This design comes from an exercise in tuning for small area on the open sky130 flow, not from production work. In this exercise RTL edits were held to simulation tests only and were not proved equivalent to the original. Power and IR drop assume default switching activity.

==> flow/design.v <==
`timescale 1ns / 1ps
module digital_clock(
    input clk,
    input reset,
    input direction,
    input shift_enable,
    input min_test_enable,
    input hr_test_enable,
    output [7:0] dig,
    output [7:0] ssd
    );
    localparam [3:0] DIV_S_MAX    = 4'd10;   
    localparam [2:0] DIV_R_MAX    = 3'd4;    
    localparam [4:0] DIV_SEC_MAX  = 5'd24;   
    localparam [4:0] DIV_MIN_MAX  = 5'd6;    
    localparam [4:0] DIV_HR_MAX   = 5'd1;    
    reg [3:0] div_s;
    reg [2:0] div_r;
    reg [4:0] div_sec;
    reg clk_s;  
    reg clk_r;  
    reg clk_sec;  
    reg clk_sec_next;
    always @(*) begin
        if (min_test_enable == 1'b1) begin
            clk_sec_next = div_sec[2];
        end
        else if (hr_test_enable == 1'b1) begin
            clk_sec_next = div_sec[0];
        end
        else begin
            clk_sec_next = div_sec[4];
        end
    end
    wire tick_s = div_s[3] & ~clk_s;
    wire tick_r = div_r[2] & ~clk_r;
    wire tick_sec = clk_sec_next & ~clk_sec;
    always @(posedge clk) begin
        if (reset == 1'b1) begin
            div_s <= 4'd0;
            div_r <= 3'd0;
            div_sec <= 5'd0;
            clk_s <= 1'b0;
            clk_r <= 1'b0;
            clk_sec <= 1'b0;
        end
        else begin
            if (div_s < DIV_S_MAX) begin
                div_s <= div_s + 1;
            end
            else begin
                div_s <= 4'd0;
            end
            clk_s <= div_s[3];
            if (div_r < DIV_R_MAX) begin
                div_r <= div_r + 1;
            end
            else begin
                div_r <= 3'd0;
            end
            clk_r <= div_r[2];
            if (min_test_enable == 1'b1) begin
                if (div_sec < DIV_MIN_MAX) begin
                    div_sec <= div_sec + 1;
                end
                else begin
                    div_sec <= 5'd0;
                end
            end
            else if (hr_test_enable == 1'b1) begin
                if (div_sec < DIV_HR_MAX) begin
                    div_sec <= div_sec + 1;
                end
                else begin
                    div_sec <= 5'd0;
                end
            end
            else begin
                if (div_sec < DIV_SEC_MAX) begin
                    div_sec <= div_sec + 1;
                end
                else begin
                    div_sec <= 5'd0;
                end
            end
            clk_sec <= clk_sec_next;
        end
    end
    reg [3:0] current_time[0:19];
    always @(posedge clk) begin
        if (reset == 1'b1) begin
            current_time[0] <= 4'd2;   
            current_time[1] <= 4'd0;
            current_time[2] <= 4'd2;
            current_time[3] <= 4'd4;
            current_time[4] <= 4'd10;  
            current_time[5] <= 4'd0;   
            current_time[6] <= 4'd4;
            current_time[7] <= 4'd10;  
            current_time[8] <= 4'd2;   
            current_time[9] <= 4'd5;
            current_time[10] <= 4'd10;  
            current_time[11] <= 4'd0;   
            current_time[12] <= 4'd0;
            current_time[13] <= 4'd10;  
            current_time[14] <= 4'd0;   
            current_time[15] <= 4'd0;
            current_time[16] <= 4'd10;  
            current_time[17] <= 4'd0;   
            current_time[18] <= 4'd0;
            current_time[19] <= 4'd11;  
        end
        else if (tick_sec) begin
        if (current_time[17] == 4'd5 && current_time[18] == 4'd9) begin
            current_time[17] <= 4'd0;
            current_time[18] <= 4'd0;
            if (current_time[14] == 4'd5 && current_time[15] == 4'd9) begin
                current_time[14] <= 4'd0;
                current_time[15] <= 4'd0;
                if (current_time[11] == 4'd2 && current_time[12] == 4'd3) begin
                    current_time[11] <= 4'd0;
                    current_time[12] <= 4'd0;
                    if (current_time[8] == 4'd3 && current_time[9] == 4'd0) begin
                        current_time[8] <= 4'd0;
                        current_time[9] <= 4'd0;
                        current_time[6] <= current_time[6] + 1;
                    end
                    else if (current_time[8] != 4'd3 && current_time[9] == 4'd9) begin
                        current_time[8] <= current_time[8] + 1;
                        current_time[9] <= 4'd0;
                    end
                    else begin
                        current_time[9] <= current_time[9] + 1;
                    end
                end
                else if (current_time[11] != 4'd2 && current_time[12] == 4'd9) begin
                    current_time[11] <= current_time[11] + 1;
                    current_time[12] <= 4'd0;
                end
                else begin
                    current_time[12] <= current_time[12] + 1;
                end
            end
            else if (current_time[14] != 4'd5 && current_time[15] == 4'd9) begin
                current_time[14] <= current_time[14] + 1;
                current_time[15] <= 4'd0;
            end
            else begin
                current_time[15] <= current_time[15] + 1;
            end
        end
        else if (current_time[17] != 4'd5 && current_time[18] == 4'd9) begin
                current_time[17] <= current_time[17] + 1;
                current_time[18] <= 4'd0;
        end
        else begin
            current_time[18] <= current_time[18] + 1;
        end
        end
    end
    reg [4:0] address[0:19];
    integer k;
    always @(posedge clk) begin
        if (reset == 1'b1) begin
            for (k = 0; k < 20; k = k + 1) begin
                address[k] <= k[4:0];
            end
        end
        else if (tick_s) begin
        if(direction == 1'b0 && shift_enable == 1'b1) begin
            address[0] <= address[19];
            address[1] <= address[0];
            address[2] <= address[1];
            address[3] <= address[2];
            address[4] <= address[3];
            address[5] <= address[4];
            address[6] <= address[5];
            address[7] <= address[6];
            address[8] <= address[7];
            address[9] <= address[8];
            address[10] <= address[9];
            address[11] <= address[10];
            address[12] <= address[11];
            address[13] <= address[12];
            address[14] <= address[13];
            address[15] <= address[14];
            address[16] <= address[15];
            address[17] <= address[16];
            address[18] <= address[17];
            address[19] <= address[18];
        end
        else if (direction == 1'b1 && shift_enable == 1'b1) begin
            address[0] <= address[1];
            address[1] <= address[2];
            address[2] <= address[3];
            address[3] <= address[4];
            address[4] <= address[5];
            address[5] <= address[6];
            address[6] <= address[7];
            address[7] <= address[8];
            address[8] <= address[9];
            address[9] <= address[10];
            address[10] <= address[11];
            address[11] <= address[12];
            address[12] <= address[13];
            address[13] <= address[14];
            address[14] <= address[15];
            address[15] <= address[16];
            address[16] <= address[17];
            address[17] <= address[18];
            address[18] <= address[19];
            address[19] <= address[0];
        end
        end
    end
    function [7:0] ssd_lut;
        input [3:0] bcd;
        begin
            case (bcd)
                4'd0: ssd_lut = 8'b0000001_1;
                4'd1: ssd_lut = 8'b1001111_1;
                4'd2: ssd_lut = 8'b0010010_1;
                4'd3: ssd_lut = 8'b0000110_1;
                4'd4: ssd_lut = 8'b1001100_1;
                4'd5: ssd_lut = 8'b0100100_1;
                4'd6: ssd_lut = 8'b0100000_1;
                4'd7: ssd_lut = 8'b0001111_1;
                4'd8: ssd_lut = 8'b0000000_1;
                4'd9: ssd_lut = 8'b0000100_1;
                4'd10: ssd_lut = 8'b1111110_1;
                default: ssd_lut = 8'b1111111_1;
            endcase
        end
    endfunction
    function [3:0] time_at;
        input [4:0] a;
        begin
            if (a < 5'd20) begin
                time_at = current_time[a];
            end
            else begin
                time_at = 4'd0;
            end
        end
    endfunction
    reg [7:0] memory[0:7];
    always @(*) begin
        memory[0] = ssd_lut(time_at(address[0]));
        memory[1] = ssd_lut(time_at(address[1]));
        memory[2] = ssd_lut(time_at(address[2]));
        memory[3] = ssd_lut(time_at(address[3]));
        memory[4] = ssd_lut(time_at(address[4]));
        memory[5] = ssd_lut(time_at(address[5]));
        memory[6] = ssd_lut(time_at(address[6]));
        memory[7] = ssd_lut(time_at(address[7]));
    end
    reg [2:0] position;
    always @(posedge clk) begin
        if (reset == 1'b1) begin
            position <= 3'b000;
        end
        else if (tick_r) begin
        if (position == 3'b111) begin  
            position <= 3'b000;
        end 
        else begin
            position <= position + 1;
        end
        end
    end
    reg [7:0] ssd_current;
    reg [7:0] dig_r;
    always @(*) begin
        case(position)
            3'b000: begin
                dig_r = 8'b0111_1111;
                ssd_current = memory[0];
            end
            3'b001: begin
                dig_r = 8'b1011_1111;
                ssd_current = memory[1];
            end
            3'b010: begin
                dig_r = 8'b1101_1111;
                ssd_current = memory[2];
            end
            3'b011: begin
                dig_r = 8'b1110_1111;
                ssd_current = memory[3];
            end
            3'b100: begin
                dig_r = 8'b1111_0111;
                ssd_current = memory[4];
            end
            3'b101: begin
                dig_r = 8'b1111_1011;
                ssd_current = memory[5];
            end
            3'b110: begin
                dig_r = 8'b1111_1101;
                ssd_current = memory[6];
            end
            3'b111: begin
                dig_r = 8'b1111_1110;
                ssd_current = memory[7];
            end
            default: begin
                dig_r = 8'b0111_1111;
                ssd_current = 8'b1111111_1;
            end
        endcase
    end
    assign dig = dig_r;
    assign ssd = ssd_current;
endmodule
==> flow/run.sh <==
#!/bin/bash
# synth_recipe.tcl (not shown) runs the flow's synth.tcl, then flattens the netlist and writes it again
# the make line also repeats each setting of config.mk as NAME=value (left out here)
make -C /OpenROAD-flow-scripts/flow DESIGN_CONFIG=/design/flow/config.mk WORK_HOME=/design/flow/orfs CLKGATE_MAP_FILE= SYNTH_SCRIPT=/design/flow/synth_recipe.tcl finish
==> flow/config.mk <==
export PLATFORM = sky130hd
export DESIGN_NAME = digital_clock
export DESIGN_NICKNAME = digital_clock
export VERILOG_FILES = /design/flow/design.v
export SDC_FILE = /design/flow/constraint.sdc
export NUM_CORES = 4
export LEC_CHECK = 0
export CAP_MARGIN = 20
export CORE_MARGIN = 2
export CORE_UTILIZATION = 40
export SLEW_MARGIN = 20
==> flow/constraint.sdc <==
create_clock -name core_clock -period 10.0 [get_ports {clk}]
set_input_delay 2.0000 -clock core_clock [delete_from_list [all_inputs] [get_ports {clk}]]
set_output_delay 2.0000 -clock core_clock [all_outputs]
set_load 0.01 [all_outputs]
==> notes.md <==
worst max path at each step:
stage                   from  slack, ns      to
2_1_floorplan  address[1][1]       5.23  ssd[4]
4_1_cts        address[2][2]       3.37  ssd[3]
3_3_place_gp   address[2][2]       3.98  ssd[3]
5_1_grt        address[2][2]       2.93  ssd[3]
3_5_place_dp   address[2][2]       3.85  ssd[3]
6_report       address[7][2]       3.36  ssd[3]
state kept, by name, indices dropped and copies added, names as in the netlist:
register / count
position: 3
clk_r: 1
div_sec: 5
current_time: 36
clk_sec: 1
div_s: 4
div_r: 3
address: 100
clk_s: 1
per-layer routing:
layer / part of all wire, % / global-route usage [%] / up-vias / wire length, um
met1: 43 / 34.3 / 6121 / 18900
met5: 0 / 0 / - / 0
met3: 8.9 / 5.53 / 129 / 3910
li1: - / - / 6034 / -
met4: 4.7 / 11.6 / 0 / 2070
met2: 44 / 39.7 / 540 / 19200
where the power goes:
part,leakage (nW),switching (W),internal [W],total (W)
clock network,0.248,0.000274,0.000313,0.000587
logic,3.23,0.0000458,0.0000239,0.0000697
registers,1.24,0.0000100,0.000618,0.000628
total,4.72,0.000330,0.000955,0.00128
cell usage in the layout, fill, tap and decap left out, types with 8 or more instances in the layout:
cell type,count
dfxtp_1,154
nor2_1,144
nand2_1,139
a21oi_1,123
ha_1,74
o221ai_1,69
o21ai_0,62
inv_1,55
mux2i_1,50
nor2b_1,47
o22ai_1,47
a211o_1,46
nand3_1,36
nor3_1,32
a31oi_1,28
nand2b_1,23
mux2_2,21
nor3b_1,21
nand3b_1,20
and3_1,19
nand4_1,19
a22oi_1,19
clkdlybuf4s50_1,18
clkbuf_16,17
and2_1,16
xnor2_1,15
o211ai_1,14
xor2_1,13
a221oi_1,13
buf_4,12
and3b_1,11
a32oi_1,10
a22o_1,9
a211oi_1,9
or3_1,8
a2111oi_0,8
layout make-up:
class / instances / area [sq um]
fillers: 3212 / 18700
multi-input cells: 1306 / 8990
flip-flops and latches: 154 / 3080
well taps: 442 / 553
clock buffers: 18 / 429
repair buffers: 30 / 270
inverters: 55 / 206
clock inverters: 11 / 78.8
cell families (layout without fill, tap and decap cells):
logic type,count (synthesis),after routing
compound gates,538,538
xor+xnor,28,28
fa+ha+maj,74,74
simple gates,593,593
mux,72,72
flops,154,154
other cells,1,1
buf+inv,235,114
critical path, delay by kind of cell (launching register included):
kind	cells	cell delay, ns
compound gates	3	1.55
fa+ha+maj	1	0.26
buf+inv	3	1.06
flops	1	0.79
simple gates	3	0.55
through the flow:
step,hold slack (ns),instance area [sq um],cells,setup slack [ns]
6_report,0.429,13600,2016,3.36
5_1_grt,0.450,13600,2016,2.93
4_1_cts,0.434,13600,2016,3.37
3_5_place_dp,0.424,13100,1987,3.85
3_3_place_gp,0.412,13100,1987,3.98
2_1_floorplan,0.404,13000,1695,5.23
==> results.sh <==
export IMPL_syn_avg_cell_area_sq_um=7.68
export IMPL_final_setup_viol_count=0
export IMPL_slowest_delay_ns=0.94
export IMPL_die_w_um=184
export IMPL_grt_util_all_layers_pct=25.7
export IMPL_hold_buffers=0
export IMPL_worstReg2RegStart="current_time[18][0]"
export IMPL_maxCapViolations=0
export IMPL_fin_skew_ns=0.0265
export IMPL_final_nets=1644
export IMPL_whs_endpoint="div_r[0]"
export IMPL_antenna_cells=0
export IMPL_antenna_found_initial=0
export IMPL_io_pins=22
export IMPL_yosysSeqAreaShare_pct=23.7
export IMPL_synth_xor_area_share_pct=1.88
export IMPL_root_buffer="clkbuf_16"
export IMPL_rr_endpoint="current_time[8][1]"
export IMPL_core_area_sq_mm=0.0323
export IMPL_finalPower_w=0.00128
export IMPL_synth_top_cell_by_area="dfxtp_1"
export IMPL_post_cts_resized=0
export IMPL_slowest_stage="o41ai_2"
export IMPL_num_rows=66
export IMPL_hp_class="reg -> reg"
export IMPL_yosys_top_cells_count="dfxtp_1, nor2_1, nand2_1"
export IMPL_post_route_util_pct=42.1
export IMPL_critPathLaunchType="flip-flop"
export IMPL_vias_per_cell=6.36
export IMPL_dieArea_sq_mm=0.0340
export IMPL_whs_path_depth=1
export IMPL_yosysMostFrequentCell="dfxtp_1"
export IMPL_syn_num_nets=1775
export IMPL_arrival_ns=4.64
export IMPL_drive_above_1_share_pct=6.80
export IMPL_cts_tree="built"
export IMPL_hold_viol=0
export IMPL_drtIter0Drc=1478
export IMPL_synthDistinctLibCells=97
export IMPL_synth_top_family_by_area="compound AO/OA/AOI/OAI gates"
export IMPL_r2r_slack_ns=6.87
export IMPL_worstSkewPairLatency_ns=0.45
export IMPL_synth_area_leaders="dfxtp_1, ha_1, a21oi_1"
export IMPL_fin_crit_sh_pct=66.4
export IMPL_yosys_area_top_type_share_pct=23.7
export IMPL_crit_top_cell="inv_1"
export IMPL_period_needed_ns=6.64
export IMPL_synthAdderAreaFrac_pct=7.11
export IMPL_cts_setup_buffers=0
export IMPL_maxSlewViolCount=0
export IMPL_fin_tns_setup_ns=0
export IMPL_start_util_pct=40.3
export IMPL_reg2regPathDepth=8
export IMPL_grt_max_degree=98
export IMPL_yosysWarnings=4
export IMPL_min_delay_start="div_r[0]"
export IMPL_post_dp_hpwl_mm=28.5
export IMPL_clk_pin_slew_worst_paths_ns=0.07
export IMPL_critical_path_max_fanout=21
export IMPL_numClockSinks=154
export IMPL_avgRoutedWirePerCell_um=21.8
export IMPL_ys_flop_type="dfxtp_1"
export IMPL_area_growth_pct=4.51
export IMPL_io_buffers=20
export IMPL_syn_inst=1695
export IMPL_htreeDepth=4
export IMPL_path_cells="inv_1 > and3_1 > nor3b_1 > o41ai_2 > inv_1 > ha_1 > a221oi_1 > nor4_1 > a41oi_1 > clkdlybuf4s50_1"
export IMPL_powerDensity_mw_per_mm2=94.4
export IMPL_drt_first_pass_iters=6
export IMPL_crit_required_ns=8.00
export IMPL_synth_area_sq_mm=0.0130
export IMPL_ys_ff_latch=154
export IMPL_clock_path_buffers=2
export IMPL_vias=12800
export IMPL_synthSimpleGateAreaFrac_pct=24.1
export IMPL_slew_headroom_pct=29.8
export IMPL_wirelength_mm=44.0
export IMPL_synth_edf_count=0
export IMPL_cts_buffers_inserted=17
export IMPL_die_y_um=184
export IMPL_crit_type="reg -> out"
export IMPL_cp_end_kind="output pin"
export IMPL_synth_compound_area_share_pct=29.7
export IMPL_grt_pass1_vias=11600
export IMPL_gp_congestion=0.947
export IMPL_status="finished clean"
export IMPL_ir_drop_v=0.000110
export IMPL_p_leak_nw=4.72
export IMPL_rsz0062_at_grt="no"
export IMPL_async_flop_share_pct=0
export IMPL_antenna_left=0
export IMPL_grt_pass1_wl_mm=67.6
export IMPL_synth_mux_area_share_pct=5.83
export IMPL_drcViolationCount=0
export IMPL_fmax_mhz=151
export IMPL_grt_ovfl_total=0
export IMPL_tightest_slew_ns=1.05

[separate check: timing with driven ports]
How much do the figures lean on ideal ports? The routed layout below was timed once more, with nothing changed but the port constraints.
Step 1 (the two cells are an assumption about what drives the block):
set clk [get_ports {clk}]
set_driving_cell -lib_cell sky130_fd_sc_hd__clkbuf_16 $clk
set_driving_cell -lib_cell sky130_fd_sc_hd__buf_2 [delete_from_list [all_inputs] $clk]
Step 2 moves the port delays by t, midway between the first and last clock arrival at a register: inputs arrive t later, outputs are due t later. That takes back most of the time a late clock gives input paths.
Three values: ideal, step 1, step 2; two values: the first two.
t (ns): 0.485
slack for setup (ns): 3.356 / 3.303 / 3.788
worst register clock-pin slew, ns: 0.07 / 0.07
worst data-port slew with drivers (ns): 0.04
After both steps this run still meets setup and hold. For this run, drivers alone change the setup slack by -0.053 ns; drivers and shift together by +0.432 ns.
